This design comes from an exercise in tuning for small area and few clock cycles per item on the open sky130 flow, not from production work. RTL that was checked went through simulation tests only; none was proved equivalent to the original. No functional check of the RTL was part of runs 1 and 2.

==> design.v <==
module sorting_network #(
  parameter int NUMBER_WIDTH   = 16,
  parameter int NUMBERS_AMOUNT = 16
)(
  input                                                 clk_i,
  input                                                 rst_i,
  input  [NUMBERS_AMOUNT * NUMBER_WIDTH - 1 : 0]       data_i,
  input                                                 data_valid_i,
  output                                                ready_o,
  output [NUMBERS_AMOUNT * NUMBER_WIDTH - 1 : 0]       data_o,
  output                                                data_valid_o,
  input                                                 ready_i
);
logic [2:0] valid_d;
logic       adv;
assign adv          = ready_i | ~valid_d[2];
assign ready_o      = adv;
assign data_valid_o = valid_d[2];
always_ff @( posedge clk_i, posedge rst_i )
  if( rst_i )
    valid_d <= '0;
  else if( adv )
    valid_d <= { valid_d[1:0], data_valid_i };
wire s1_0_13, s1_0_13n;
sn_gt u_gt1_0_13 ( .x( data_i[0 +: 16] ), .y( data_i[208 +: 16] ), .gt( s1_0_13 ), .gtn( s1_0_13n ) );
wire [15:0] l1_0;
sn_seli u_sel1_0 ( .s( s1_0_13 ), .sn( s1_0_13n ), .a( data_i[0 +: 16] ), .b( data_i[208 +: 16] ), .y( l1_0 ) );
wire [15:0] l1_13;
sn_seli u_sel1_13 ( .s( s1_0_13 ), .sn( s1_0_13n ), .a( data_i[208 +: 16] ), .b( data_i[0 +: 16] ), .y( l1_13 ) );
wire s1_1_12, s1_1_12n;
sn_gt u_gt1_1_12 ( .x( data_i[16 +: 16] ), .y( data_i[192 +: 16] ), .gt( s1_1_12 ), .gtn( s1_1_12n ) );
wire [15:0] l1_1;
sn_seli u_sel1_1 ( .s( s1_1_12 ), .sn( s1_1_12n ), .a( data_i[16 +: 16] ), .b( data_i[192 +: 16] ), .y( l1_1 ) );
wire [15:0] l1_12;
sn_seli u_sel1_12 ( .s( s1_1_12 ), .sn( s1_1_12n ), .a( data_i[192 +: 16] ), .b( data_i[16 +: 16] ), .y( l1_12 ) );
wire s1_2_15, s1_2_15n;
sn_gt u_gt1_2_15 ( .x( data_i[32 +: 16] ), .y( data_i[240 +: 16] ), .gt( s1_2_15 ), .gtn( s1_2_15n ) );
wire [15:0] l1_2;
sn_seli u_sel1_2 ( .s( s1_2_15 ), .sn( s1_2_15n ), .a( data_i[32 +: 16] ), .b( data_i[240 +: 16] ), .y( l1_2 ) );
wire [15:0] l1_15;
sn_seli u_sel1_15 ( .s( s1_2_15 ), .sn( s1_2_15n ), .a( data_i[240 +: 16] ), .b( data_i[32 +: 16] ), .y( l1_15 ) );
wire s1_3_14, s1_3_14n;
sn_gt u_gt1_3_14 ( .x( data_i[48 +: 16] ), .y( data_i[224 +: 16] ), .gt( s1_3_14 ), .gtn( s1_3_14n ) );
wire [15:0] l1_3;
sn_seli u_sel1_3 ( .s( s1_3_14 ), .sn( s1_3_14n ), .a( data_i[48 +: 16] ), .b( data_i[224 +: 16] ), .y( l1_3 ) );
wire [15:0] l1_14;
sn_seli u_sel1_14 ( .s( s1_3_14 ), .sn( s1_3_14n ), .a( data_i[224 +: 16] ), .b( data_i[48 +: 16] ), .y( l1_14 ) );
wire s1_4_8, s1_4_8n;
sn_gt u_gt1_4_8 ( .x( data_i[64 +: 16] ), .y( data_i[128 +: 16] ), .gt( s1_4_8 ), .gtn( s1_4_8n ) );
wire [15:0] l1_4;
sn_seli u_sel1_4 ( .s( s1_4_8 ), .sn( s1_4_8n ), .a( data_i[64 +: 16] ), .b( data_i[128 +: 16] ), .y( l1_4 ) );
wire [15:0] l1_8;
sn_seli u_sel1_8 ( .s( s1_4_8 ), .sn( s1_4_8n ), .a( data_i[128 +: 16] ), .b( data_i[64 +: 16] ), .y( l1_8 ) );
wire s1_5_6, s1_5_6n;
sn_gt u_gt1_5_6 ( .x( data_i[80 +: 16] ), .y( data_i[96 +: 16] ), .gt( s1_5_6 ), .gtn( s1_5_6n ) );
wire [15:0] l1_5;
sn_seli u_sel1_5 ( .s( s1_5_6 ), .sn( s1_5_6n ), .a( data_i[80 +: 16] ), .b( data_i[96 +: 16] ), .y( l1_5 ) );
wire [15:0] l1_6;
sn_seli u_sel1_6 ( .s( s1_5_6 ), .sn( s1_5_6n ), .a( data_i[96 +: 16] ), .b( data_i[80 +: 16] ), .y( l1_6 ) );
wire s1_7_11, s1_7_11n;
sn_gt u_gt1_7_11 ( .x( data_i[112 +: 16] ), .y( data_i[176 +: 16] ), .gt( s1_7_11 ), .gtn( s1_7_11n ) );
wire [15:0] l1_7;
sn_seli u_sel1_7 ( .s( s1_7_11 ), .sn( s1_7_11n ), .a( data_i[112 +: 16] ), .b( data_i[176 +: 16] ), .y( l1_7 ) );
wire [15:0] l1_11;
sn_seli u_sel1_11 ( .s( s1_7_11 ), .sn( s1_7_11n ), .a( data_i[176 +: 16] ), .b( data_i[112 +: 16] ), .y( l1_11 ) );
wire s1_9_10, s1_9_10n;
sn_gt u_gt1_9_10 ( .x( data_i[144 +: 16] ), .y( data_i[160 +: 16] ), .gt( s1_9_10 ), .gtn( s1_9_10n ) );
wire [15:0] l1_9;
sn_seli u_sel1_9 ( .s( s1_9_10 ), .sn( s1_9_10n ), .a( data_i[144 +: 16] ), .b( data_i[160 +: 16] ), .y( l1_9 ) );
wire [15:0] l1_10;
sn_seli u_sel1_10 ( .s( s1_9_10 ), .sn( s1_9_10n ), .a( data_i[160 +: 16] ), .b( data_i[144 +: 16] ), .y( l1_10 ) );
wire s2_0_5, s2_0_5n;
sn_gt u_gt2_0_5 ( .x( l1_5 ), .y( l1_0 ), .gt( s2_0_5 ), .gtn( s2_0_5n ) );
wire [15:0] l2_0;
sn_seli u_sel2_0 ( .s( s2_0_5 ), .sn( s2_0_5n ), .a( l1_0 ), .b( l1_5 ), .y( l2_0 ) );
wire [15:0] l2_5;
sn_seli u_sel2_5 ( .s( s2_0_5 ), .sn( s2_0_5n ), .a( l1_5 ), .b( l1_0 ), .y( l2_5 ) );
wire s2_1_7, s2_1_7n;
sn_gt u_gt2_1_7 ( .x( l1_7 ), .y( l1_1 ), .gt( s2_1_7 ), .gtn( s2_1_7n ) );
wire [15:0] l2_1;
sn_seli u_sel2_1 ( .s( s2_1_7 ), .sn( s2_1_7n ), .a( l1_1 ), .b( l1_7 ), .y( l2_1 ) );
wire [15:0] l2_7;
sn_seli u_sel2_7 ( .s( s2_1_7 ), .sn( s2_1_7n ), .a( l1_7 ), .b( l1_1 ), .y( l2_7 ) );
wire s2_2_9, s2_2_9n;
sn_gt u_gt2_2_9 ( .x( l1_9 ), .y( l1_2 ), .gt( s2_2_9 ), .gtn( s2_2_9n ) );
wire [15:0] l2_2;
sn_seli u_sel2_2 ( .s( s2_2_9 ), .sn( s2_2_9n ), .a( l1_2 ), .b( l1_9 ), .y( l2_2 ) );
wire [15:0] l2_9;
sn_seli u_sel2_9 ( .s( s2_2_9 ), .sn( s2_2_9n ), .a( l1_9 ), .b( l1_2 ), .y( l2_9 ) );
wire s2_3_4, s2_3_4n;
sn_gt u_gt2_3_4 ( .x( l1_4 ), .y( l1_3 ), .gt( s2_3_4 ), .gtn( s2_3_4n ) );
wire [15:0] l2_3;
sn_seli u_sel2_3 ( .s( s2_3_4 ), .sn( s2_3_4n ), .a( l1_3 ), .b( l1_4 ), .y( l2_3 ) );
wire [15:0] l2_4;
sn_seli u_sel2_4 ( .s( s2_3_4 ), .sn( s2_3_4n ), .a( l1_4 ), .b( l1_3 ), .y( l2_4 ) );
wire s2_6_13, s2_6_13n;
sn_gt u_gt2_6_13 ( .x( l1_13 ), .y( l1_6 ), .gt( s2_6_13 ), .gtn( s2_6_13n ) );
wire [15:0] l2_6;
sn_seli u_sel2_6 ( .s( s2_6_13 ), .sn( s2_6_13n ), .a( l1_6 ), .b( l1_13 ), .y( l2_6 ) );
wire [15:0] l2_13;
sn_seli u_sel2_13 ( .s( s2_6_13 ), .sn( s2_6_13n ), .a( l1_13 ), .b( l1_6 ), .y( l2_13 ) );
wire s2_8_14, s2_8_14n;
sn_gt u_gt2_8_14 ( .x( l1_14 ), .y( l1_8 ), .gt( s2_8_14 ), .gtn( s2_8_14n ) );
wire [15:0] l2_8;
sn_seli u_sel2_8 ( .s( s2_8_14 ), .sn( s2_8_14n ), .a( l1_8 ), .b( l1_14 ), .y( l2_8 ) );
wire [15:0] l2_14;
sn_seli u_sel2_14 ( .s( s2_8_14 ), .sn( s2_8_14n ), .a( l1_14 ), .b( l1_8 ), .y( l2_14 ) );
wire s2_10_15, s2_10_15n;
sn_gt u_gt2_10_15 ( .x( l1_15 ), .y( l1_10 ), .gt( s2_10_15 ), .gtn( s2_10_15n ) );
wire [15:0] l2_10;
sn_seli u_sel2_10 ( .s( s2_10_15 ), .sn( s2_10_15n ), .a( l1_10 ), .b( l1_15 ), .y( l2_10 ) );
wire [15:0] l2_15;
sn_seli u_sel2_15 ( .s( s2_10_15 ), .sn( s2_10_15n ), .a( l1_15 ), .b( l1_10 ), .y( l2_15 ) );
wire s2_11_12, s2_11_12n;
sn_gt u_gt2_11_12 ( .x( l1_12 ), .y( l1_11 ), .gt( s2_11_12 ), .gtn( s2_11_12n ) );
wire [15:0] l2_11;
sn_seli u_sel2_11 ( .s( s2_11_12 ), .sn( s2_11_12n ), .a( l1_11 ), .b( l1_12 ), .y( l2_11 ) );
wire [15:0] l2_12;
sn_seli u_sel2_12 ( .s( s2_11_12 ), .sn( s2_11_12n ), .a( l1_12 ), .b( l1_11 ), .y( l2_12 ) );
logic [15:0][15:0] r0_q;
always_ff @( posedge clk_i )
  if( adv )
    r0_q <= { l2_15, l2_14, l2_13, l2_12, l2_11, l2_10, l2_9, l2_8, l2_7, l2_6, l2_5, l2_4, l2_3, l2_2, l2_1, l2_0 };
wire s3_0_1, s3_0_1n;
sn_gt u_gt3_0_1 ( .x( r0_q[0] ), .y( r0_q[1] ), .gt( s3_0_1 ), .gtn( s3_0_1n ) );
wire [15:0] l3_0;
sn_seli u_sel3_0 ( .s( s3_0_1 ), .sn( s3_0_1n ), .a( r0_q[0] ), .b( r0_q[1] ), .y( l3_0 ) );
wire [15:0] l3_1;
sn_seli u_sel3_1 ( .s( s3_0_1 ), .sn( s3_0_1n ), .a( r0_q[1] ), .b( r0_q[0] ), .y( l3_1 ) );
wire s3_2_3, s3_2_3n;
sn_gt u_gt3_2_3 ( .x( r0_q[2] ), .y( r0_q[3] ), .gt( s3_2_3 ), .gtn( s3_2_3n ) );
wire [15:0] l3_2;
sn_seli u_sel3_2 ( .s( s3_2_3 ), .sn( s3_2_3n ), .a( r0_q[2] ), .b( r0_q[3] ), .y( l3_2 ) );
wire [15:0] l3_3;
sn_seli u_sel3_3 ( .s( s3_2_3 ), .sn( s3_2_3n ), .a( r0_q[3] ), .b( r0_q[2] ), .y( l3_3 ) );
wire s3_4_5, s3_4_5n;
sn_gt u_gt3_4_5 ( .x( r0_q[4] ), .y( r0_q[5] ), .gt( s3_4_5 ), .gtn( s3_4_5n ) );
wire [15:0] l3_4;
sn_seli u_sel3_4 ( .s( s3_4_5 ), .sn( s3_4_5n ), .a( r0_q[4] ), .b( r0_q[5] ), .y( l3_4 ) );
wire [15:0] l3_5;
sn_seli u_sel3_5 ( .s( s3_4_5 ), .sn( s3_4_5n ), .a( r0_q[5] ), .b( r0_q[4] ), .y( l3_5 ) );
wire s3_6_8, s3_6_8n;
sn_gt u_gt3_6_8 ( .x( r0_q[6] ), .y( r0_q[8] ), .gt( s3_6_8 ), .gtn( s3_6_8n ) );
wire [15:0] l3_6;
sn_seli u_sel3_6 ( .s( s3_6_8 ), .sn( s3_6_8n ), .a( r0_q[6] ), .b( r0_q[8] ), .y( l3_6 ) );
wire [15:0] l3_8;
sn_seli u_sel3_8 ( .s( s3_6_8 ), .sn( s3_6_8n ), .a( r0_q[8] ), .b( r0_q[6] ), .y( l3_8 ) );
wire s3_7_9, s3_7_9n;
sn_gt u_gt3_7_9 ( .x( r0_q[7] ), .y( r0_q[9] ), .gt( s3_7_9 ), .gtn( s3_7_9n ) );
wire [15:0] l3_7;
sn_seli u_sel3_7 ( .s( s3_7_9 ), .sn( s3_7_9n ), .a( r0_q[7] ), .b( r0_q[9] ), .y( l3_7 ) );
wire [15:0] l3_9;
sn_seli u_sel3_9 ( .s( s3_7_9 ), .sn( s3_7_9n ), .a( r0_q[9] ), .b( r0_q[7] ), .y( l3_9 ) );
wire s3_10_11, s3_10_11n;
sn_gt u_gt3_10_11 ( .x( r0_q[10] ), .y( r0_q[11] ), .gt( s3_10_11 ), .gtn( s3_10_11n ) );
wire [15:0] l3_10;
sn_seli u_sel3_10 ( .s( s3_10_11 ), .sn( s3_10_11n ), .a( r0_q[10] ), .b( r0_q[11] ), .y( l3_10 ) );
wire [15:0] l3_11;
sn_seli u_sel3_11 ( .s( s3_10_11 ), .sn( s3_10_11n ), .a( r0_q[11] ), .b( r0_q[10] ), .y( l3_11 ) );
wire s3_12_13, s3_12_13n;
sn_gt u_gt3_12_13 ( .x( r0_q[12] ), .y( r0_q[13] ), .gt( s3_12_13 ), .gtn( s3_12_13n ) );
wire [15:0] l3_12;
sn_seli u_sel3_12 ( .s( s3_12_13 ), .sn( s3_12_13n ), .a( r0_q[12] ), .b( r0_q[13] ), .y( l3_12 ) );
wire [15:0] l3_13;
sn_seli u_sel3_13 ( .s( s3_12_13 ), .sn( s3_12_13n ), .a( r0_q[13] ), .b( r0_q[12] ), .y( l3_13 ) );
wire s3_14_15, s3_14_15n;
sn_gt u_gt3_14_15 ( .x( r0_q[14] ), .y( r0_q[15] ), .gt( s3_14_15 ), .gtn( s3_14_15n ) );
wire [15:0] l3_14;
sn_seli u_sel3_14 ( .s( s3_14_15 ), .sn( s3_14_15n ), .a( r0_q[14] ), .b( r0_q[15] ), .y( l3_14 ) );
wire [15:0] l3_15;
sn_seli u_sel3_15 ( .s( s3_14_15 ), .sn( s3_14_15n ), .a( r0_q[15] ), .b( r0_q[14] ), .y( l3_15 ) );
wire s4_0_2, s4_0_2n;
sn_gt u_gt4_0_2 ( .x( l3_2 ), .y( l3_0 ), .gt( s4_0_2 ), .gtn( s4_0_2n ) );
wire [15:0] l4_0;
sn_seli u_sel4_0 ( .s( s4_0_2 ), .sn( s4_0_2n ), .a( l3_0 ), .b( l3_2 ), .y( l4_0 ) );
wire [15:0] l4_2;
sn_seli u_sel4_2 ( .s( s4_0_2 ), .sn( s4_0_2n ), .a( l3_2 ), .b( l3_0 ), .y( l4_2 ) );
wire s4_1_3, s4_1_3n;
sn_gt u_gt4_1_3 ( .x( l3_3 ), .y( l3_1 ), .gt( s4_1_3 ), .gtn( s4_1_3n ) );
wire [15:0] l4_1;
sn_seli u_sel4_1 ( .s( s4_1_3 ), .sn( s4_1_3n ), .a( l3_1 ), .b( l3_3 ), .y( l4_1 ) );
wire [15:0] l4_3;
sn_seli u_sel4_3 ( .s( s4_1_3 ), .sn( s4_1_3n ), .a( l3_3 ), .b( l3_1 ), .y( l4_3 ) );
wire s4_4_10, s4_4_10n;
sn_gt u_gt4_4_10 ( .x( l3_10 ), .y( l3_4 ), .gt( s4_4_10 ), .gtn( s4_4_10n ) );
wire [15:0] l4_4;
sn_seli u_sel4_4 ( .s( s4_4_10 ), .sn( s4_4_10n ), .a( l3_4 ), .b( l3_10 ), .y( l4_4 ) );
wire [15:0] l4_10;
sn_seli u_sel4_10 ( .s( s4_4_10 ), .sn( s4_4_10n ), .a( l3_10 ), .b( l3_4 ), .y( l4_10 ) );
wire s4_5_11, s4_5_11n;
sn_gt u_gt4_5_11 ( .x( l3_11 ), .y( l3_5 ), .gt( s4_5_11 ), .gtn( s4_5_11n ) );
wire [15:0] l4_5;
sn_seli u_sel4_5 ( .s( s4_5_11 ), .sn( s4_5_11n ), .a( l3_5 ), .b( l3_11 ), .y( l4_5 ) );
wire [15:0] l4_11;
sn_seli u_sel4_11 ( .s( s4_5_11 ), .sn( s4_5_11n ), .a( l3_11 ), .b( l3_5 ), .y( l4_11 ) );
wire s4_6_7, s4_6_7n;
sn_gt u_gt4_6_7 ( .x( l3_7 ), .y( l3_6 ), .gt( s4_6_7 ), .gtn( s4_6_7n ) );
wire [15:0] l4_6;
sn_seli u_sel4_6 ( .s( s4_6_7 ), .sn( s4_6_7n ), .a( l3_6 ), .b( l3_7 ), .y( l4_6 ) );
wire [15:0] l4_7;
sn_seli u_sel4_7 ( .s( s4_6_7 ), .sn( s4_6_7n ), .a( l3_7 ), .b( l3_6 ), .y( l4_7 ) );
wire s4_8_9, s4_8_9n;
sn_gt u_gt4_8_9 ( .x( l3_9 ), .y( l3_8 ), .gt( s4_8_9 ), .gtn( s4_8_9n ) );
wire [15:0] l4_8;
sn_seli u_sel4_8 ( .s( s4_8_9 ), .sn( s4_8_9n ), .a( l3_8 ), .b( l3_9 ), .y( l4_8 ) );
wire [15:0] l4_9;
sn_seli u_sel4_9 ( .s( s4_8_9 ), .sn( s4_8_9n ), .a( l3_9 ), .b( l3_8 ), .y( l4_9 ) );
wire s4_12_14, s4_12_14n;
sn_gt u_gt4_12_14 ( .x( l3_14 ), .y( l3_12 ), .gt( s4_12_14 ), .gtn( s4_12_14n ) );
wire [15:0] l4_12;
sn_seli u_sel4_12 ( .s( s4_12_14 ), .sn( s4_12_14n ), .a( l3_12 ), .b( l3_14 ), .y( l4_12 ) );
wire [15:0] l4_14;
sn_seli u_sel4_14 ( .s( s4_12_14 ), .sn( s4_12_14n ), .a( l3_14 ), .b( l3_12 ), .y( l4_14 ) );
wire s4_13_15, s4_13_15n;
sn_gt u_gt4_13_15 ( .x( l3_15 ), .y( l3_13 ), .gt( s4_13_15 ), .gtn( s4_13_15n ) );
wire [15:0] l4_13;
sn_seli u_sel4_13 ( .s( s4_13_15 ), .sn( s4_13_15n ), .a( l3_13 ), .b( l3_15 ), .y( l4_13 ) );
wire [15:0] l4_15;
sn_seli u_sel4_15 ( .s( s4_13_15 ), .sn( s4_13_15n ), .a( l3_15 ), .b( l3_13 ), .y( l4_15 ) );
wire s5_1_2, s5_1_2n;
sn_gt u_gt5_1_2 ( .x( l4_1 ), .y( l4_2 ), .gt( s5_1_2 ), .gtn( s5_1_2n ) );
wire [15:0] l5_1;
sn_seli u_sel5_1 ( .s( s5_1_2 ), .sn( s5_1_2n ), .a( l4_1 ), .b( l4_2 ), .y( l5_1 ) );
wire [15:0] l5_2;
sn_seli u_sel5_2 ( .s( s5_1_2 ), .sn( s5_1_2n ), .a( l4_2 ), .b( l4_1 ), .y( l5_2 ) );
wire s5_3_12, s5_3_12n;
sn_gt u_gt5_3_12 ( .x( l4_3 ), .y( l4_12 ), .gt( s5_3_12 ), .gtn( s5_3_12n ) );
wire [15:0] l5_3;
sn_seli u_sel5_3 ( .s( s5_3_12 ), .sn( s5_3_12n ), .a( l4_3 ), .b( l4_12 ), .y( l5_3 ) );
wire [15:0] l5_12;
sn_seli u_sel5_12 ( .s( s5_3_12 ), .sn( s5_3_12n ), .a( l4_12 ), .b( l4_3 ), .y( l5_12 ) );
wire s5_4_6, s5_4_6n;
sn_gt u_gt5_4_6 ( .x( l4_4 ), .y( l4_6 ), .gt( s5_4_6 ), .gtn( s5_4_6n ) );
wire [15:0] l5_4;
sn_seli u_sel5_4 ( .s( s5_4_6 ), .sn( s5_4_6n ), .a( l4_4 ), .b( l4_6 ), .y( l5_4 ) );
wire [15:0] l5_6;
sn_seli u_sel5_6 ( .s( s5_4_6 ), .sn( s5_4_6n ), .a( l4_6 ), .b( l4_4 ), .y( l5_6 ) );
wire s5_5_7, s5_5_7n;
sn_gt u_gt5_5_7 ( .x( l4_5 ), .y( l4_7 ), .gt( s5_5_7 ), .gtn( s5_5_7n ) );
wire [15:0] l5_5;
sn_seli u_sel5_5 ( .s( s5_5_7 ), .sn( s5_5_7n ), .a( l4_5 ), .b( l4_7 ), .y( l5_5 ) );
wire [15:0] l5_7;
sn_seli u_sel5_7 ( .s( s5_5_7 ), .sn( s5_5_7n ), .a( l4_7 ), .b( l4_5 ), .y( l5_7 ) );
wire s5_8_10, s5_8_10n;
sn_gt u_gt5_8_10 ( .x( l4_8 ), .y( l4_10 ), .gt( s5_8_10 ), .gtn( s5_8_10n ) );
wire [15:0] l5_8;
sn_seli u_sel5_8 ( .s( s5_8_10 ), .sn( s5_8_10n ), .a( l4_8 ), .b( l4_10 ), .y( l5_8 ) );
wire [15:0] l5_10;
sn_seli u_sel5_10 ( .s( s5_8_10 ), .sn( s5_8_10n ), .a( l4_10 ), .b( l4_8 ), .y( l5_10 ) );
wire s5_9_11, s5_9_11n;
sn_gt u_gt5_9_11 ( .x( l4_9 ), .y( l4_11 ), .gt( s5_9_11 ), .gtn( s5_9_11n ) );
wire [15:0] l5_9;
sn_seli u_sel5_9 ( .s( s5_9_11 ), .sn( s5_9_11n ), .a( l4_9 ), .b( l4_11 ), .y( l5_9 ) );
wire [15:0] l5_11;
sn_seli u_sel5_11 ( .s( s5_9_11 ), .sn( s5_9_11n ), .a( l4_11 ), .b( l4_9 ), .y( l5_11 ) );
wire s5_13_14, s5_13_14n;
sn_gt u_gt5_13_14 ( .x( l4_13 ), .y( l4_14 ), .gt( s5_13_14 ), .gtn( s5_13_14n ) );
wire [15:0] l5_13;
sn_seli u_sel5_13 ( .s( s5_13_14 ), .sn( s5_13_14n ), .a( l4_13 ), .b( l4_14 ), .y( l5_13 ) );
wire [15:0] l5_14;
sn_seli u_sel5_14 ( .s( s5_13_14 ), .sn( s5_13_14n ), .a( l4_14 ), .b( l4_13 ), .y( l5_14 ) );
logic [15:0][15:0] r1_q;
always_ff @( posedge clk_i )
  if( adv )
    r1_q <= { l4_15, l5_14, l5_13, l5_12, l5_11, l5_10, l5_9, l5_8, l5_7, l5_6, l5_5, l5_4, l5_3, l5_2, l5_1, l4_0 };
wire s6_1_4, s6_1_4n;
sn_gt u_gt6_1_4 ( .x( r1_q[4] ), .y( r1_q[1] ), .gt( s6_1_4 ), .gtn( s6_1_4n ) );
wire [15:0] l6_1;
sn_seli u_sel6_1 ( .s( s6_1_4 ), .sn( s6_1_4n ), .a( r1_q[1] ), .b( r1_q[4] ), .y( l6_1 ) );
wire [15:0] l6_4;
sn_seli u_sel6_4 ( .s( s6_1_4 ), .sn( s6_1_4n ), .a( r1_q[4] ), .b( r1_q[1] ), .y( l6_4 ) );
wire s6_2_6, s6_2_6n;
sn_gt u_gt6_2_6 ( .x( r1_q[6] ), .y( r1_q[2] ), .gt( s6_2_6 ), .gtn( s6_2_6n ) );
wire [15:0] l6_2;
sn_seli u_sel6_2 ( .s( s6_2_6 ), .sn( s6_2_6n ), .a( r1_q[2] ), .b( r1_q[6] ), .y( l6_2 ) );
wire [15:0] l6_6;
sn_sel u_sel6_6 ( .s( s6_2_6 ), .sn( s6_2_6n ), .a( r1_q[6] ), .b( r1_q[2] ), .y( l6_6 ) );
wire s6_5_8, s6_5_8n;
sn_gt u_gt6_5_8 ( .x( r1_q[8] ), .y( r1_q[5] ), .gt( s6_5_8 ), .gtn( s6_5_8n ) );
wire [15:0] l6_5;
sn_seli u_sel6_5 ( .s( s6_5_8 ), .sn( s6_5_8n ), .a( r1_q[5] ), .b( r1_q[8] ), .y( l6_5 ) );
wire [15:0] l6_8;
sn_seli u_sel6_8 ( .s( s6_5_8 ), .sn( s6_5_8n ), .a( r1_q[8] ), .b( r1_q[5] ), .y( l6_8 ) );
wire s6_7_10, s6_7_10n;
sn_gt u_gt6_7_10 ( .x( r1_q[10] ), .y( r1_q[7] ), .gt( s6_7_10 ), .gtn( s6_7_10n ) );
wire [15:0] l6_7;
sn_seli u_sel6_7 ( .s( s6_7_10 ), .sn( s6_7_10n ), .a( r1_q[7] ), .b( r1_q[10] ), .y( l6_7 ) );
wire [15:0] l6_10;
sn_seli u_sel6_10 ( .s( s6_7_10 ), .sn( s6_7_10n ), .a( r1_q[10] ), .b( r1_q[7] ), .y( l6_10 ) );
wire s6_9_13, s6_9_13n;
sn_gt u_gt6_9_13 ( .x( r1_q[13] ), .y( r1_q[9] ), .gt( s6_9_13 ), .gtn( s6_9_13n ) );
wire [15:0] l6_9;
sn_sel u_sel6_9 ( .s( s6_9_13 ), .sn( s6_9_13n ), .a( r1_q[9] ), .b( r1_q[13] ), .y( l6_9 ) );
wire [15:0] l6_13;
sn_seli u_sel6_13 ( .s( s6_9_13 ), .sn( s6_9_13n ), .a( r1_q[13] ), .b( r1_q[9] ), .y( l6_13 ) );
wire s6_11_14, s6_11_14n;
sn_gt u_gt6_11_14 ( .x( r1_q[14] ), .y( r1_q[11] ), .gt( s6_11_14 ), .gtn( s6_11_14n ) );
wire [15:0] l6_11;
sn_seli u_sel6_11 ( .s( s6_11_14 ), .sn( s6_11_14n ), .a( r1_q[11] ), .b( r1_q[14] ), .y( l6_11 ) );
wire [15:0] l6_14;
sn_seli u_sel6_14 ( .s( s6_11_14 ), .sn( s6_11_14n ), .a( r1_q[14] ), .b( r1_q[11] ), .y( l6_14 ) );
wire s7_2_4, s7_2_4n;
sn_gt u_gt7_2_4 ( .x( l6_2 ), .y( l6_4 ), .gt( s7_2_4 ), .gtn( s7_2_4n ) );
wire [15:0] l7_2;
sn_sel u_sel7_2 ( .s( s7_2_4 ), .sn( s7_2_4n ), .a( l6_2 ), .b( l6_4 ), .y( l7_2 ) );
wire [15:0] l7_4;
sn_seli u_sel7_4 ( .s( s7_2_4 ), .sn( s7_2_4n ), .a( l6_4 ), .b( l6_2 ), .y( l7_4 ) );
wire s7_3_6, s7_3_6n;
sn_gt u_gt7_3_6 ( .x( l6_6 ), .y( r1_q[3] ), .gt( s7_3_6 ), .gtn( s7_3_6n ) );
wire [15:0] l7_3;
sn_seli u_sel7_3 ( .s( s7_3_6 ), .sn( s7_3_6n ), .a( r1_q[3] ), .b( l6_6 ), .y( l7_3 ) );
wire [15:0] l7_6;
sn_seli u_sel7_6 ( .s( s7_3_6 ), .sn( s7_3_6n ), .a( l6_6 ), .b( r1_q[3] ), .y( l7_6 ) );
wire s7_9_12, s7_9_12n;
sn_gt u_gt7_9_12 ( .x( r1_q[12] ), .y( l6_9 ), .gt( s7_9_12 ), .gtn( s7_9_12n ) );
wire [15:0] l7_9;
sn_seli u_sel7_9 ( .s( s7_9_12 ), .sn( s7_9_12n ), .a( l6_9 ), .b( r1_q[12] ), .y( l7_9 ) );
wire [15:0] l7_12;
sn_seli u_sel7_12 ( .s( s7_9_12 ), .sn( s7_9_12n ), .a( r1_q[12] ), .b( l6_9 ), .y( l7_12 ) );
wire s7_11_13, s7_11_13n;
sn_gt u_gt7_11_13 ( .x( l6_11 ), .y( l6_13 ), .gt( s7_11_13 ), .gtn( s7_11_13n ) );
wire [15:0] l7_11;
sn_seli u_sel7_11 ( .s( s7_11_13 ), .sn( s7_11_13n ), .a( l6_11 ), .b( l6_13 ), .y( l7_11 ) );
wire [15:0] l7_13;
sn_sel u_sel7_13 ( .s( s7_11_13 ), .sn( s7_11_13n ), .a( l6_13 ), .b( l6_11 ), .y( l7_13 ) );
wire s8_3_5, s8_3_5n;
sn_gt u_gt8_3_5 ( .x( l7_3 ), .y( l6_5 ), .gt( s8_3_5 ), .gtn( s8_3_5n ) );
wire [15:0] l8_3;
sn_seli u_sel8_3 ( .s( s8_3_5 ), .sn( s8_3_5n ), .a( l7_3 ), .b( l6_5 ), .y( l8_3 ) );
wire [15:0] l8_5;
sn_seli u_sel8_5 ( .s( s8_3_5 ), .sn( s8_3_5n ), .a( l6_5 ), .b( l7_3 ), .y( l8_5 ) );
wire s8_6_8, s8_6_8n;
sn_gt u_gt8_6_8 ( .x( l7_6 ), .y( l6_8 ), .gt( s8_6_8 ), .gtn( s8_6_8n ) );
wire [15:0] l8_6;
sn_seli u_sel8_6 ( .s( s8_6_8 ), .sn( s8_6_8n ), .a( l7_6 ), .b( l6_8 ), .y( l8_6 ) );
wire [15:0] l8_8;
sn_seli u_sel8_8 ( .s( s8_6_8 ), .sn( s8_6_8n ), .a( l6_8 ), .b( l7_6 ), .y( l8_8 ) );
wire s8_7_9, s8_7_9n;
sn_gt u_gt8_7_9 ( .x( l6_7 ), .y( l7_9 ), .gt( s8_7_9 ), .gtn( s8_7_9n ) );
wire [15:0] l8_7;
sn_seli u_sel8_7 ( .s( s8_7_9 ), .sn( s8_7_9n ), .a( l6_7 ), .b( l7_9 ), .y( l8_7 ) );
wire [15:0] l8_9;
sn_seli u_sel8_9 ( .s( s8_7_9 ), .sn( s8_7_9n ), .a( l7_9 ), .b( l6_7 ), .y( l8_9 ) );
wire s8_10_12, s8_10_12n;
sn_gt u_gt8_10_12 ( .x( l6_10 ), .y( l7_12 ), .gt( s8_10_12 ), .gtn( s8_10_12n ) );
wire [15:0] l8_10;
sn_seli u_sel8_10 ( .s( s8_10_12 ), .sn( s8_10_12n ), .a( l6_10 ), .b( l7_12 ), .y( l8_10 ) );
wire [15:0] l8_12;
sn_seli u_sel8_12 ( .s( s8_10_12 ), .sn( s8_10_12n ), .a( l7_12 ), .b( l6_10 ), .y( l8_12 ) );
logic [15:0][15:0] r2_q;
always_ff @( posedge clk_i )
  if( adv )
    r2_q <= { r1_q[15], l6_14, l7_13, l8_12, l7_11, l8_10, l8_9, l8_8, l8_7, l8_6, l8_5, l7_4, l8_3, l7_2, l6_1, r1_q[0] };
wire s9_3_4, s9_3_4n;
sn_gt u_gt9_3_4 ( .x( r2_q[4] ), .y( r2_q[3] ), .gt( s9_3_4 ), .gtn( s9_3_4n ) );
wire [15:0] l9_3;
sn_seli u_sel9_3 ( .s( s9_3_4 ), .sn( s9_3_4n ), .a( r2_q[3] ), .b( r2_q[4] ), .y( l9_3 ) );
wire [15:0] l9_4;
sn_seli u_sel9_4 ( .s( s9_3_4 ), .sn( s9_3_4n ), .a( r2_q[4] ), .b( r2_q[3] ), .y( l9_4 ) );
wire s9_5_6, s9_5_6n;
sn_gt u_gt9_5_6 ( .x( r2_q[6] ), .y( r2_q[5] ), .gt( s9_5_6 ), .gtn( s9_5_6n ) );
wire [15:0] l9_5;
sn_seli u_sel9_5 ( .s( s9_5_6 ), .sn( s9_5_6n ), .a( r2_q[5] ), .b( r2_q[6] ), .y( l9_5 ) );
wire [15:0] l9_6;
sn_seli u_sel9_6 ( .s( s9_5_6 ), .sn( s9_5_6n ), .a( r2_q[6] ), .b( r2_q[5] ), .y( l9_6 ) );
wire s9_7_8, s9_7_8n;
sn_gt u_gt9_7_8 ( .x( r2_q[8] ), .y( r2_q[7] ), .gt( s9_7_8 ), .gtn( s9_7_8n ) );
wire [15:0] l9_7;
sn_seli u_sel9_7 ( .s( s9_7_8 ), .sn( s9_7_8n ), .a( r2_q[7] ), .b( r2_q[8] ), .y( l9_7 ) );
wire [15:0] l9_8;
sn_seli u_sel9_8 ( .s( s9_7_8 ), .sn( s9_7_8n ), .a( r2_q[8] ), .b( r2_q[7] ), .y( l9_8 ) );
wire s9_9_10, s9_9_10n;
sn_gt u_gt9_9_10 ( .x( r2_q[10] ), .y( r2_q[9] ), .gt( s9_9_10 ), .gtn( s9_9_10n ) );
wire [15:0] l9_9;
sn_seli u_sel9_9 ( .s( s9_9_10 ), .sn( s9_9_10n ), .a( r2_q[9] ), .b( r2_q[10] ), .y( l9_9 ) );
wire [15:0] l9_10;
sn_seli u_sel9_10 ( .s( s9_9_10 ), .sn( s9_9_10n ), .a( r2_q[10] ), .b( r2_q[9] ), .y( l9_10 ) );
wire s9_11_12, s9_11_12n;
sn_gt u_gt9_11_12 ( .x( r2_q[12] ), .y( r2_q[11] ), .gt( s9_11_12 ), .gtn( s9_11_12n ) );
wire [15:0] l9_11;
sn_seli u_sel9_11 ( .s( s9_11_12 ), .sn( s9_11_12n ), .a( r2_q[11] ), .b( r2_q[12] ), .y( l9_11 ) );
wire [15:0] l9_12;
sn_seli u_sel9_12 ( .s( s9_11_12 ), .sn( s9_11_12n ), .a( r2_q[12] ), .b( r2_q[11] ), .y( l9_12 ) );
wire s10_6_7, s10_6_7n;
sn_gt u_gt10_6_7 ( .x( l9_6 ), .y( l9_7 ), .gt( s10_6_7 ), .gtn( s10_6_7n ) );
wire [15:0] l10_6;
sn_sel u_sel10_6 ( .s( s10_6_7 ), .sn( s10_6_7n ), .a( l9_6 ), .b( l9_7 ), .y( l10_6 ) );
wire [15:0] l10_7;
sn_sel u_sel10_7 ( .s( s10_6_7 ), .sn( s10_6_7n ), .a( l9_7 ), .b( l9_6 ), .y( l10_7 ) );
wire s10_8_9, s10_8_9n;
sn_gt u_gt10_8_9 ( .x( l9_8 ), .y( l9_9 ), .gt( s10_8_9 ), .gtn( s10_8_9n ) );
wire [15:0] l10_8;
sn_sel u_sel10_8 ( .s( s10_8_9 ), .sn( s10_8_9n ), .a( l9_8 ), .b( l9_9 ), .y( l10_8 ) );
wire [15:0] l10_9;
sn_sel u_sel10_9 ( .s( s10_8_9 ), .sn( s10_8_9n ), .a( l9_9 ), .b( l9_8 ), .y( l10_9 ) );
assign data_o = { r2_q[15], r2_q[14], r2_q[13], l9_12, l9_11, l9_10, l10_9, l10_8, l10_7, l10_6, l9_5, l9_4, l9_3, r2_q[2], r2_q[1], r2_q[0] };
endmodule
module sn_gt (
  input  [15:0] x,
  input  [15:0] y,
  output        gt,
  output        gtn
);
  wire [7:0] gn1, gen1;    
  wire [3:0] g2, ge2;      
  wire [1:0] gn3, gen3;    
  genvar i;
  generate
    for( i = 0; i < 8; i++ ) begin : t1
      sn_cmp2 u ( .x1( x[2*i+1] ), .x0( x[2*i] ), .y1( y[2*i+1] ), .y0( y[2*i] ), .gn( gn1[i] ), .gen( gen1[i] ) );
    end
    for( i = 0; i < 4; i++ ) begin : t2
      sn_mrgn u ( .gnh( gn1[2*i+1] ), .genh( gen1[2*i+1] ), .gnl( gn1[2*i] ), .genl( gen1[2*i] ),
                  .g( g2[i] ), .ge( ge2[i] ) );
    end
    for( i = 0; i < 2; i++ ) begin : t3
      sn_mrgp u ( .gh( g2[2*i+1] ), .geh( ge2[2*i+1] ), .gl( g2[2*i] ), .gel( ge2[2*i] ),
                  .gn( gn3[i] ), .gen( gen3[i] ) );
    end
  endgenerate
  sn_rootn u_root ( .gnh( gn3[1] ), .genh( gen3[1] ), .gnl( gn3[0] ), .g( gt ) );
  sn_inv   u_inv  ( .a( gt ), .y( gtn ) );
endmodule
module sn_cmp2 ( input x1, input x0, input y1, input y0, output gn, output gen );
  wire g1  = x1 & ~y1;
  wire ge1 = x1 | ~y1;
  wire g0  = x0 & ~y0;
  wire ge0 = x0 | ~y0;
  assign gn  = ~( g1 | ( ge1 & g0 ) );
  assign gen = ~( g1 | ( ge1 & ge0 ) );
endmodule
module sn_mrgn ( input gnh, input genh, input gnl, input genl, output g, output ge );
  assign g  = ~( gnh & ( genh | gnl ) );
  assign ge = ~( gnh & ( genh | genl ) );
endmodule
module sn_mrgp ( input gh, input geh, input gl, input gel, output gn, output gen );
  assign gn  = ~( gh | ( geh & gl ) );
  assign gen = ~( gh | ( geh & gel ) );
endmodule
module sn_rootn ( input gnh, input genh, input gnl, output g );
  assign g = ~( gnh & ( genh | gnl ) );
endmodule
module sn_inv ( input a, output y );
  assign y = ~a;
endmodule
module sn_seli (
  input         s,
  input         sn,
  input  [15:0] a,
  input  [15:0] b,
  output [15:0] y
);
  genvar i;
  generate
    for( i = 0; i < 16; i++ ) begin : m
      sn_o22ai u ( .a1( s ), .a2( a[i] ), .b1( sn ), .b2( b[i] ), .y( y[i] ) );
    end
  endgenerate
endmodule
module sn_sel (
  input         s,
  input         sn,
  input  [15:0] a,
  input  [15:0] b,
  output [15:0] y
);
  genvar i;
  generate
    for( i = 0; i < 16; i++ ) begin : m
      sn_o22a u ( .a1( s ), .a2( a[i] ), .b1( sn ), .b2( b[i] ), .y( y[i] ) );
    end
  endgenerate
endmodule
module sn_o22ai ( input a1, input a2, input b1, input b2, output y );
  assign y = ~( ( a1 | a2 ) & ( b1 | b2 ) );
endmodule
module sn_o22a ( input a1, input a2, input b1, input b2, output y );
  assign y = ( a1 | a2 ) & ( b1 | b2 );
endmodule
==> run.sh <==
#!/bin/bash
# synth_recipe.tcl (not shown) runs the flow's synth.tcl, then flattens the netlist and writes it again
# the make line also repeats each setting of config.mk as NAME=value (left out here)
make -C /OpenROAD-flow-scripts/flow DESIGN_CONFIG=/design/flow/config.mk WORK_HOME=/design/flow/orfs CLKGATE_MAP_FILE= SYNTH_SCRIPT=/design/flow/synth_recipe.tcl finish
==> config.mk <==
export PLATFORM = sky130hd
export DESIGN_NAME = sorting_network
export DESIGN_NICKNAME = sorting_network
export VERILOG_FILES = /design/flow/design.v
export SDC_FILE = /design/flow/constraint.sdc
export NUM_CORES = 4
export LEC_CHECK = 0
export CAP_MARGIN = 20
export CORE_MARGIN = 2
export CORE_UTILIZATION = 40
export PLACE_DENSITY = 0.55
export SLEW_MARGIN = 20
export SYNTH_HIERARCHICAL = 1
==> constraint.sdc <==
create_clock -name core_clock -period 5.0 [get_ports {clk_i}]
set_input_delay 1.0000 -clock core_clock [delete_from_list [all_inputs] [get_ports {clk_i}]]
set_output_delay 1.0000 -clock core_clock [all_outputs]
set_load 0.01 [all_outputs]
==> results of run 1 <==
## cells in the final DEF, fill, tap and decap left out, types with 3 or more instances in the layout
cell             instances
o22ai_4                244
nor2b_1                357
a21oi_2                116
o22a_1                 101
inv_2                   26
buf_16                   4
o21ai_4                 61
buf_4                 1040
clkinv_4                 9
o22a_2                   5
clkdlybuf4s50_1        453
nor2b_2                 27
a21oi_1                 63
buf_6                  131
maj3_2                 900
buf_8                   22
bufinv_16               10
o22ai_1               1100
o21ai_1                267
nand2b_1               470
edfxtp_1               768
buf_12                  84
inv_4                    8
inv_6                    3
o22ai_2                448
diode_2                  6
clkbuf_1                 9
nand2b_4                11
dfrtp_1                  3
o22a_4                  22
clkinv_2                 8
nor2b_4                 36
buf_2                   47
o21ai_2                152
clkinv_1                22
inv_1                  499
clkbuf_16              146
clkinvlp_4              12
## sequential cells by signal, indices dropped and copies added, names as in the netlist
signal / flops
r0_q: 256
valid_d: 3
r1_q: 256
r2_q: 256
## metal layers
metal | GRT usage | share of wire | up-vias | wire length, µm
met5 | 0 | 0.00055 | - | 137
met4 | 0.136 | 0.055 | 20 | 13600
met3 | 0.0397 | 0.055 | 507 | 13700
met2 | 0.523 | 0.49 | 1964 | 122000
met1 | 0.380 | 0.40 | 28700 | 99500
li1 | - | - | 26900 | -
## through the flow
step | TNS, ns | util | setup slack, ns
final | -26.15 | 0.614 | -0.217
after global routing | -73.21 | 0.614 | -0.353
after detailed placement | -43.94 | 0.507 | -0.455
after global placement | -35.20 | 0.507 | -0.378
after CTS | -14.66 | 0.539 | -0.164
after floorplan | -2694.51 | - | -2.25
## layout make-up
type                       count  area, µm²
inverter                     541       2090
sequential                   771      23100
tap                         1903       2380
multi-input combinational   4384      39900
fill                       11600      55300
timing repair inverter         2       15.0
clock buffer                 100       2310
timing repair buffer        1837      17600
antenna                        6       15.0
clock inverter                57        579
## critical path, stage by stage, from the launching register on
cell and delay [ns]:
edfxtp_1 0.46, nor2b_4 0.17, maj3_2 0.32, o21ai_2 0.14
a21oi_2 0.10, o21ai_4 0.27, clkinvlp_4 0.16, buf_4 0.18
o22ai_2 0.23, inv_1 0.08, maj3_2 0.31, o21ai_2 0.16
a21oi_2 0.08, o21ai_2 0.17, buf_6 0.15, buf_6 0.13
buf_16 0.13, o22a_1 0.14, buf_2 0.13
## final timing paths
kind                                start           to  slack (ns)  cells past startpoint
worst max-delay path             r2_q[84]  data_o[120]       -0.22                     18
max in group asynchronous           rst_i   valid_d[2]        4.41                      2
min in group asynchronous           rst_i   valid_d[0]        0.46                      2
worst min register to register  r1_q[240]    r2_q[240]        0.42                      0
worst max register to register  r0_q[158]     r1_q[97]       -0.20                     27
worst min-delay path            r1_q[240]    r2_q[240]        0.42                      0
## repair_timing
action / 4_1_cts / 5_1_grt
resized for setup: 504 / 1437
buffers inserted: 66 / 237
gates cloned: 8 / 78
hold buffers: 0 / 0
pin swaps: 30 / 193
setup endpoints to repair: 276 / 419
==> run_results.csv, run 1 <==
group,metric,value,unit
timing,hold_ws,0.417,ns
synthesis,synth_area,57600,µm²
routing,vias_per_cell,6.06,
routing,drt_iter0_drc,5047,
routing,final_antenna_net_count,0,
clock_tree,clk_latency,0.71,ns
synthesis,synth.avg_cell_area,9.94,µm²
placed_design,placed_cells,9086,
worst_hold_path,hold_path.class,"flop to flop",
global_route,grt_pass1_vias,52000,
global_route,antenna_found_initial,16,
routing,drc,0,
run_status,status,"failed layout checks",
timing,finalCritPeriodShare,1.04,
cells_and_area,layout.nets,7883,
routing,wl_per_cell,25.9,µm
floorplan,pin_count,518,
routing,firstDrtPassIters,6,
cells_and_area,drive_gt1_frac,0.465,
setup_path,critPathKind,"flop to output port",
floorplan,die_y,383,µm
placed_design,placedInstanceArea,72700,µm²
floorplan,die_x,383,µm
timing,setup_viol,237,
run_status,so_faults,"setup timing",
synthesis,syn_inst,5792,
timing,clock_skew,0.0326,ns
clock_tree,clock_path_buffers,3,
timing,fmax,192,MHz
clock_tree,cts_sinks,771,
routing,drt-total-wl,249000,µm
timing,tightest_slew,1.22,ns
clock_tree,root_buffer,"clkbuf_16",
timing,setup_ws,-0.217,ns
synthesis,syn_nets,6052,
timing,slew_violations,0,
setup_path,required,4.00,ns
placed_design,hpwl,191000,µm
routing,vias,58100,
clock_tree,path_clk_slew,0.06,ns
setup_path,end_kind,"output port",
cells_and_area,final_area,88000,µm²
timing,rsz0062_at_grt,"yes",
floorplan,core_area,143000,µm²
clock_tree,tritoncts,"built",
placed_design,port_buffers,517,
floorplan,start_util,0.402,
setup_path,crit_arrival,4.22,ns
synthesis,ys_warn_count,7,
global_route,gr-total-overflow,0,
clock_tree,cts_buffers,86,
timing,hold_viol_final,0,
floorplan,row_count,139,
global_route,grt_max_degree,183,
timing,period_needed,5.22,ns
floorplan,dieArea,147000,µm²
cells_and_area,area_growth,52.9,%
placed_design,globalplace.congestion,0.962,
setup_path,start_kind,"flop",
global_route,grt_pass1_wl,335000,µm
cells_and_area,instances_no_fill,9601,
timing,relSlewSlack,0.187,
flow_run,drv_cap,0,
clock_tree,htreeDepth,3,
global_route,grt_usage,0.304,
setup_path,crit_path_max_fanout,8,
==> run 2: changes to the inputs <==
--- a/design.v
+++ b/design.v
@@ -403,40 +403,47 @@
 );
-  wire [7:0] gn1, gen1;    
-  wire [3:0] g2, ge2;      
-  wire [1:0] gn3, gen3;    
+  wire [15:0] gn0, gen0;    
+  wire [7:0]  g1, ge1;      
+  wire [3:0]  gn2, gen2;    
+  wire [1:0]  g3, ge3;      
   genvar i;
   generate
+    for( i = 0; i < 16; i++ ) begin : t0
+      sn_nand2b u_g  ( .a( x[i] ), .b( y[i] ), .y( gn0[i] ) );
+      if( i > 0 ) begin : ge
+        sn_nor2b u_ge ( .a( x[i] ), .b( y[i] ), .y( gen0[i] ) );
+      end
+    end
     for( i = 0; i < 8; i++ ) begin : t1
-      sn_cmp2 u ( .x1( x[2*i+1] ), .x0( x[2*i] ), .y1( y[2*i+1] ), .y0( y[2*i] ), .gn( gn1[i] ), .gen( gen1[i] ) );
+      sn_o21ai u_g ( .a1( gen0[2*i+1] ), .a2( gn0[2*i] ), .b1( gn0[2*i+1] ), .y( g1[i] ) );
+      if( i > 0 ) begin : ge
+        sn_o21ai u_ge ( .a1( gen0[2*i+1] ), .a2( gen0[2*i] ), .b1( gn0[2*i+1] ), .y( ge1[i] ) );
+      end
     end
     for( i = 0; i < 4; i++ ) begin : t2
-      sn_mrgn u ( .gnh( gn1[2*i+1] ), .genh( gen1[2*i+1] ), .gnl( gn1[2*i] ), .genl( gen1[2*i] ),
-                  .g( g2[i] ), .ge( ge2[i] ) );
+      sn_a21oi u_g ( .a1( ge1[2*i+1] ), .a2( g1[2*i] ), .b1( g1[2*i+1] ), .y( gn2[i] ) );
+      if( i > 0 ) begin : ge
+        sn_a21oi u_ge ( .a1( ge1[2*i+1] ), .a2( ge1[2*i] ), .b1( g1[2*i+1] ), .y( gen2[i] ) );
+      end
     end
     for( i = 0; i < 2; i++ ) begin : t3
-      sn_mrgp u ( .gh( g2[2*i+1] ), .geh( ge2[2*i+1] ), .gl( g2[2*i] ), .gel( ge2[2*i] ),
-                  .gn( gn3[i] ), .gen( gen3[i] ) );
+      sn_o21ai u_g ( .a1( gen2[2*i+1] ), .a2( gn2[2*i] ), .b1( gn2[2*i+1] ), .y( g3[i] ) );
+      if( i > 0 ) begin : ge
+        sn_o21ai u_ge ( .a1( gen2[2*i+1] ), .a2( gen2[2*i] ), .b1( gn2[2*i+1] ), .y( ge3[i] ) );
+      end
     end
   endgenerate
-  sn_rootn u_root ( .gnh( gn3[1] ), .genh( gen3[1] ), .gnl( gn3[0] ), .g( gt ) );
-  sn_inv   u_inv  ( .a( gt ), .y( gtn ) );
+  sn_a21oi u_root ( .a1( ge3[1] ), .a2( g3[0] ), .b1( g3[1] ), .y( gtn ) );
+  sn_inv   u_inv  ( .a( gtn ), .y( gt ) );
 endmodule
-module sn_cmp2 ( input x1, input x0, input y1, input y0, output gn, output gen );
-  wire g1  = x1 & ~y1;
-  wire ge1 = x1 | ~y1;
-  wire g0  = x0 & ~y0;
-  wire ge0 = x0 | ~y0;
-  assign gn  = ~( g1 | ( ge1 & g0 ) );
-  assign gen = ~( g1 | ( ge1 & ge0 ) );
+module sn_nand2b ( input a, input b, output y );
+  assign y = ~( a & ~b );
 endmodule
-module sn_mrgn ( input gnh, input genh, input gnl, input genl, output g, output ge );
-  assign g  = ~( gnh & ( genh | gnl ) );
-  assign ge = ~( gnh & ( genh | genl ) );
+module sn_nor2b ( input a, input b, output y );
+  assign y = ~( a | ~b );
 endmodule
-module sn_mrgp ( input gh, input geh, input gl, input gel, output gn, output gen );
-  assign gn  = ~( gh | ( geh & gl ) );
-  assign gen = ~( gh | ( geh & gel ) );
+module sn_o21ai ( input a1, input a2, input b1, output y );
+  assign y = ~( ( a1 | a2 ) & b1 );
 endmodule
-module sn_rootn ( input gnh, input genh, input gnl, output g );
-  assign g = ~( gnh & ( genh | gnl ) );
+module sn_a21oi ( input a1, input a2, input b1, output y );
+  assign y = ~( ( a1 & a2 ) | b1 );
 endmodule
==> flow/run.sh (new file) <==
#!/bin/bash
set -euo pipefail
R=orfs/results/$FLOW_PLATFORM/sorting_network/base
bash standard.sh synth > flow_synth.log 2>&1
cp $R/1_2_yosys.v $R/1_2_yosys.orig.v
python3 flow/downsize.py $FLOW_HOME/platforms/$FLOW_PLATFORM/lib/sky130_fd_sc_hd__tt_025C_1v80.lib $R/1_2_yosys.v > flow_downsize.log 2>&1
bash standard.sh "BUFFER_PORTS_ARGS=-buffer_cell sky130_fd_sc_hd__buf_1" finish > flow_finish.log 2>&1
==> flow/downsize.py (new file) <==
#!/usr/bin/env python3
# Rewrite a gate-level netlist so that every combinational sky130hd cell uses
# its _1 drive strength (when the library has one); flip-flops keep their cell.
# usage: downsize.py LIB NETLIST
import re, sys
lib, net = sys.argv[1], sys.argv[2]
cells = set(re.findall(r'cell\s*\(\s*"?(sky130_fd_sc_hd__\w+?)"?\s*\)', open(lib).read()))
keep = re.compile(r'sky130_fd_sc_hd__(s?e?df|dl|conb|tap|fill|decap|clk|lpflow|probe|dly)')
txt = open(net).read()
count = {}
def sub(m):
    name, base, drive = m.group(0), m.group(1), m.group(2)
    if keep.match(name) or drive == '1':
        return name
    new = base + '_1'
    if new not in cells:
        return name
    count[name] = count.get(name, 0) + 1
    return new
txt = re.sub(r'\b(sky130_fd_sc_hd__[a-z0-9]+(?:_[a-z0-9]+)*?)_(\d+)\b(?=\s+\S+\s*\()', sub, txt)
open(net, 'w').write(txt)
for k, v in sorted(count.items()):
    print('downsized %5d %s' % (v, k))
==> standard.sh (new file) <==
#!/bin/bash
# synth_recipe.tcl (not shown) runs the flow's synth.tcl, then flattens the netlist and writes it again
# the make line also repeats each setting of config.mk as NAME=value (left out here)
make -C /OpenROAD-flow-scripts/flow DESIGN_CONFIG=/design/flow/config.mk WORK_HOME=/design/flow/orfs CLKGATE_MAP_FILE= SYNTH_SCRIPT=/design/flow/synth_recipe.tcl "${@:-finish}"
removed: run.sh
==> run_results.csv, run 2 <==
group,metric,value,unit
setup_path,required,4.00,ns
flow_run,drv_cap,0,
global_route,antenna_found_initial,9,
timing,period_needed,5.08,ns
routing,firstDrtPassIters,7,
timing,finalCritPeriodShare,1.02,
routing,final_antenna_net_count,0,
clock_tree,cts_buffers,87,
setup_path,crit_buf_inv,5,
synthesis,synth_area,55500,µm²
setup_path,cpPeakStageDelay,0.48,ns
global_route,grt_pass1_wl,328000,µm
floorplan,dieArea,142000,µm²
setup_path,critPathKind,"flop to output port",
floorplan,row_count,136,
cells_and_area,final_area,71500,µm²
routing,vias_per_cell,6.28,
setup_path,crit_top_cell,"o21ai_1",
placed_design,port_buffers,517,
run_status,so_faults,"setup timing",
run_status,status,"failed layout checks",
clock_tree,path_clk_slew,0.06,ns
clock_tree,holdBufCountCts,0,
routing,drc,0,
cells_and_area,drive_gt1_frac,0.180,
timing,fmax,197,MHz
global_route,grt_max_degree,138,
synthesis,synth.avg_cell_area,8.85,µm²
worst_hold_path,hold_path.class,"input pin to asynchronous set/reset pin",
floorplan,die_y,377,µm
timing,tightest_slew,0.965,ns
cells_and_area,area_growth,28.8,%
setup_path,crit_chain,"nor2b_2, o21ai_1, a21oi_1, o21ai_1, a21oi_2, buf_6, clkinvlp_4, buf_12, o22ai_4, nor2b_4, o21ai_1, a21oi_1, o21ai_1, a21oi_2, buf_8, o22a_1, clkbuf_2",
synthesis,ys_warn_count,7,
routing,wl_per_cell,25.2,µm
placed_design,placedInstanceArea,63700,µm²
timing,slew_violations,0,
global_route,gr-total-overflow,0,
floorplan,die_x,377,µm
setup_path,end_kind,"output port",
clock_tree,htreeDepth,3,
clock_tree,cts_sinks,771,
placed_design,hpwl,186000,µm
floorplan,start_util,0.403,
cells_and_area,layout.nets,7668,
clock_tree,clock_path_buffers,3,
timing,hold_viol_final,0,
floorplan,core_area,138000,µm²
cells_and_area,final_common_cell,"o22ai_1",
timing,fin_tns_setup,-0.483,ns
setup_path,cpMaxStageDelayCell,"edfxtp_1",
clock_tree,root_buffer,"clkbuf_16",
routing,vias,58300,
clock_tree,tritoncts,"built",
timing,setup_ws,-0.0832,ns
routing,drt-total-wl,234000,µm
setup_path,crit_family,"compound AO/OA/AOI/OAI gates",
timing,relSlewSlack,0.356,
routing,drt_iter0_drc,6292,
setup_path,crit_arrival,4.08,ns
synthesis,syn_nets,6532,
synthesis,syn_inst,6272,
cells_and_area,final_cell_mix,"o22ai_1, o21ai_1, nand2b_1",
clock_tree,clk_latency,0.74,ns
timing,clock_skew,0.0339,ns
setup_path,start_kind,"flop",
global_route,grt_usage,0.309,
timing,rsz0062_at_grt,"yes",
floorplan,pin_count,518,
placed_design,globalplace.congestion,1.03,
timing,setup_viol,15,
cells_and_area,reg_top3,"r0_q: 256 flops, r1_q: 256 flops, r2_q: 256 flops",
setup_path,crit_path_max_fanout,32,
global_route,grt_pass1_vias,50100,
## run 2: worst paths after layout
path | endpoint | slack [ns] | cells past startpoint | from
setup / recovery | data_o[102] | -0.08 | 17 | r2_q[135]
max in group asynchronous | valid_d[0] | 4.78 | 2 | rst_i
hold reg to reg | r2_q[11] | 0.39 | 0 | r1_q[11]
setup reg to reg | r1_q[136] | 0.06 | 25 | r0_q[133]
hold / removal | valid_d[2] | 0.1 | 2 | rst_i
min in group core_clock | r2_q[11] | 0.39 | 0 | r1_q[11]
## run 2: metal layers
metal  part of all wire  vias up  global-route usage
met4              0.051        2               0.143
met3              0.067      440              0.0351
met2               0.46     2406               0.500
met5           0.000056        -                   0
li1                   -    27500                   -
met1               0.42    28000               0.413
## run 2: stage by stage
stage | std cells | hold WS (ns) | util | setup slack (ns)
floorplan | 6272 | 0.400 | - | -2.25
global placement | 8957 | 0.402 | 0.462 | 0.00301
CTS | 9125 | 0.0461 | 0.486 | -0.00151
global route | 9275 | 0.0922 | 0.520 | -0.255
finish | 9276 | 0.0967 | 0.520 | -0.0832
detailed placement | 8957 | 0.405 | 0.462 | -0.0802
## run 2: area by class of cell
type | instances | area [µm²]
timing repair inverter | 3 | 22.5
multi-input combinational | 5344 | 35600
clock inverter | 56 | 679
fill | 12800 | 66100
timing repair buffer | 1140 | 7400
sequential | 771 | 23100
inverter | 61 | 243
tap | 1794 | 2240
antenna | 5 | 12.5
clock buffer | 102 | 2230
## run 2: timing repair
item                                    4_1_cts  5_1_grt
buffers inserted                              9      140
endpoints found under the setup margin       75      416
cloned                                        1        6
resized for setup                            58      631
pin swaps                                     1       24
==> run 3: changes to the inputs <==
--- a/design.v
+++ b/design.v
@@ -434,4 +434,7 @@
   endgenerate
-  sn_a21oi u_root ( .a1( ge3[1] ), .a2( g3[0] ), .b1( g3[1] ), .y( gtn ) );
-  sn_inv   u_inv  ( .a( gtn ), .y( gt ) );
+  wire r, t;
+  sn_a21oi u_root ( .a1( ge3[1] ), .a2( g3[0] ), .b1( g3[1] ), .y( r ) );
+  sn_inv   u_sdrv  ( .a( r ), .y( gt ) );
+  sn_inv_b u_ndrv1 ( .a( r ), .y( t ) );
+  sn_inv_c u_ndrv2 ( .a( t ), .y( gtn ) );
 endmodule
@@ -451,2 +454,8 @@
   assign y = ~a;
+endmodule
+module sn_inv_b ( input a, output y );
+  assign y = ~a;
+endmodule
+module sn_inv_c ( input a, output y );
+  assign y = ~a;
 endmodule
==> flow/downsize.py (replaced) <==
#!/usr/bin/env python3
# Rewrite a gate-level netlist so that every combinational sky130hd cell uses
# its _1 drive strength (when the library has one), except cells whose output
# net matches a rule in UP (those get the given drive strength).  Flip-flops
# keep their cell.
# usage: downsize.py LIB NETLIST
import re, sys
lib, net = sys.argv[1], sys.argv[2]
cells = set(re.findall(r'cell\s*\(\s*"?(sky130_fd_sc_hd__\w+?)"?\s*\)', open(lib).read()))
keep = re.compile(r'sky130_fd_sc_hd__(s?e?df|dl|conb|tap|fill|decap|clk|lpflow|probe|dly)')
# compare-and-swap select nets: s<layer>_<a>_<b> and s<layer>_<a>_<b>n
UP = [(re.compile(r'^s\d+_\d+_\d+n?$'), '4')]
txt = open(net).read()
count = {}
inst = re.compile(r'(sky130_fd_sc_hd__[a-z0-9]+(?:_[a-z0-9]+)*?)_(\d+)(\s+\S+\s*\()(.*?\)\s*;)', re.S)
def sub(m):
    base, drive, mid, body = m.group(1), m.group(2), m.group(3), m.group(4)
    name = base + '_' + drive
    if keep.match(name):
        return m.group(0)
    want = '1'
    out = re.search(r'\.(?:X|Y)\(\s*\\?([^\s)]+)\s*\)', body)
    if out:
        for rx, d in UP:
            if rx.match(out.group(1)):
                want = d
    new = base + '_' + want
    if new == name or new not in cells:
        return m.group(0)
    count[(name, new)] = count.get((name, new), 0) + 1
    return new + mid + body
txt = inst.sub(sub, txt)
open(net, 'w').write(txt)
for (a, b), v in sorted(count.items()):
    print('%5d %s -> %s' % (v, a, b))
--- a/config.mk
+++ b/config.mk
@@ -9,4 +9,4 @@
 export CORE_MARGIN = 2
-export CORE_UTILIZATION = 40
-export PLACE_DENSITY = 0.55
+export CORE_UTILIZATION = 45
+export PLACE_DENSITY = 0.6
 export SLEW_MARGIN = 20
==> run_results.csv, run 3 <==
group,metric,value,unit
run_status,status,"failed layout checks",
run_status,so_faults,"setup timing",
setup_path,crit_arrival,4.10,ns
synthesis,synth.avg_cell_area,8.81,µm²
synthesis,synth_area,56300,µm²
global_route,grt_max_degree,156,
routing,drt-total-wl,229000,µm
setup_path,critPathKind,"flop to output port",
timing,fmax,196,MHz
timing,finalCritPeriodShare,1.02,
clock_tree,clk_latency,0.71,ns
floorplan,start_util,0.454,
placed_design,port_buffers,517,
routing,vias,59400,
cells_and_area,drive_gt1_frac,0.176,
setup_path,rr_worst_depth,28,
synthesis,syn_nets,6652,
clock_tree,path_clk_slew,0.06,ns
global_route,gr-total-overflow,0,
routing,firstDrtPassIters,8,
setup_path,crit_path_max_fanout,16,
setup_path,r2r-start,"r0_q[203]",
routing,drc,0,
worst_hold_path,hold_path.class,"input pin to asynchronous set/reset pin",
clock_tree,tritoncts,"built",
setup_path,required,4.00,ns
routing,vias_per_cell,6.48,
timing,period_needed,5.10,ns
floorplan,die_y,358,µm
timing,tightest_slew,0.974,ns
clock_tree,htreeDepth,3,
setup_path,rrSetupSlack,0.07,ns
floorplan,core_area,124000,µm²
clock_tree,root_buffer,"clkbuf_16",
global_route,grt_pass1_wl,317000,µm
synthesis,ys_warn_count,7,
routing,final_antenna_net_count,0,
cells_and_area,area_growth,26.0,%
placed_design,globalplace.congestion,1.01,
timing,slew_violations,0,
setup_path,start_kind,"flop",
placed_design,placed_cells,8872,
global_route,grt_pass1_vias,49700,
cells_and_area,reg_top3,"r0_q: 256 flops, r1_q: 256 flops, r2_q: 256 flops",
cells_and_area,instances_no_fill,9167,
cells_and_area,final_area,70900,µm²
floorplan,row_count,129,
clock_tree,cts_buffers,85,
placed_design,hpwl,179000,µm
routing,wl_per_cell,25.0,µm
floorplan,pin_count,518,
setup_path,r2r-end,"r1_q[207]",
timing,setup_viol,42,
timing,rsz0062_at_grt,"yes",
global_route,grt_usage,0.331,
routing,drt_iter0_drc,7703,
timing,hold_ws,0.161,ns
setup_path,end_kind,"output port",
global_route,antenna_found_initial,9,
flow_run,drv_cap,0,
timing,hold_viol_final,0,
timing,relSlewSlack,0.351,
floorplan,die_x,358,µm
timing,setup_ws,-0.0960,ns
clock_tree,cts_sinks,771,
cells_and_area,final_cell_mix,"o22ai_1, o21ai_1, nand2b_1",
cells_and_area,final_common_cell,"o22ai_1",
synthesis,syn_inst,6392,
placed_design,placedInstanceArea,63400,µm²
cells_and_area,layout.nets,7716,
timing,clock_skew,0.0437,ns
cells_and_area,fillers,11100,
floorplan,dieArea,128000,µm²
clock_tree,clock_path_buffers,3,
placed_design,place_ws,-0.122,ns
-- run 3: repair_timing --
item | CTS | global route
setup endpoints to repair | 199 | 416
buffers inserted | 2 | 104
hold buffers | 0 | 0
gates cloned | 3 | 25
resized for setup | 59 | 697
pin swaps | 0 | 37
-- run 3: area by class of cell --
type,instances,area (µm²),share of cell area
Antenna cell,6,15.0,0.000212
Clock buffer,101,2250,0.0317
Clock inverter,54,472,0.00665
Inverter,181,1280,0.0181
Multi-Input combinational cell,5344,35300,0.497
Sequential cell,771,23100,0.326
Tap cell,1637,2050,0.0289
Timing Repair Buffer,1045,6230,0.0879
Timing Repair inverter,28,220,0.00311
-- run 3: per-layer routing --
layer / share of wire / global-route usage
met1: 0.41 / 0.443
met2: 0.46 / 0.531
met3: 0.081 / 0.0383
met4: 0.057 / 0.168
met5: 0 / 0
-- run 3: how the worst max path moves through the flow --
stage / start / endpoint / slack, ns / cells after the start
floorplan: ready_i / ready_o / -2.25 / 1
global placement: r0_q[199] / r1_q[222] / -0.004 / 26
detailed placement: r1_q[223] / r2_q[158] / -0.12 / 23
CTS: r2_q[143] / data_o[128] / -0.01 / 15
global route: r2_q[141] / data_o[135] / -0.24 / 17
finish: r2_q[135] / data_o[139] / -0.1 / 17
-- run 3: critical path, stage by stage, from the launching register on --
cell	delay, ns
edfxtp_1	0.49
nor2b_2	0.21
o21ai_1	0.16
a21oi_2	0.18
o21ai_2	0.09
a21oi_4	0.37
inv_8	0.17
o22ai_2	0.30
nor2b_1	0.08
o21ai_1	0.21
a21oi_2	0.10
o21ai_1	0.16
a21oi_2	0.08
buf_4	0.16
buf_4	0.14
inv_4	0.15
o22a_1	0.17
buf_1	0.16
-- run 3: stage by stage --
stage,setup TNS [ns],utilization
global placement,-0.00395,0.511
global route,-12.65,0.572
detailed placement,-4.17,0.511
floorplan,-1439.60,-
CTS,-0.0182,0.536
finish,-1.96,0.572

## separate check: timing with driven ports
The flow's constraints put no driver on any port. The routed layouts listed below were extracted and timed again, unchanged, in two steps.
Step 1: set_driving_cell puts a clkbuf_16 on clk_i and a buf_2 on each other input, an assumption about the parent block.
Step 2, shift: input delay + t, output delay - t, t = (earliest + latest rising clock arrival at the registers) / 2. This alone moves slack from input paths to output paths.
Slacks: ideal ports / drivers / drivers and shift; pairs: ideal ports / drivers.
| run | t (ns) | setup WS [ns] | hold slack, ns | worst setup path at the end | pins driven straight from the clock port |
|---|---|---|---|---|---|
| run 1 | 0.782 | -0.217 / -0.304 / -0.540 | 0.417 / 0.394 / 0.417 | input to register | 1 |
| run 2 | 0.797 | -0.083 / -0.162 / -0.130 | 0.097 / 0.037 / 0.391 | input to register | 1 |
| run 3 | 0.765 | -0.096 / -0.176 / -0.102 | 0.161 / 0.104 / 0.416 | input to register | 1 |
For run 1, which loses most, drivers alone change the setup slack by -0.087 ns; drivers and shift together by -0.323 ns.
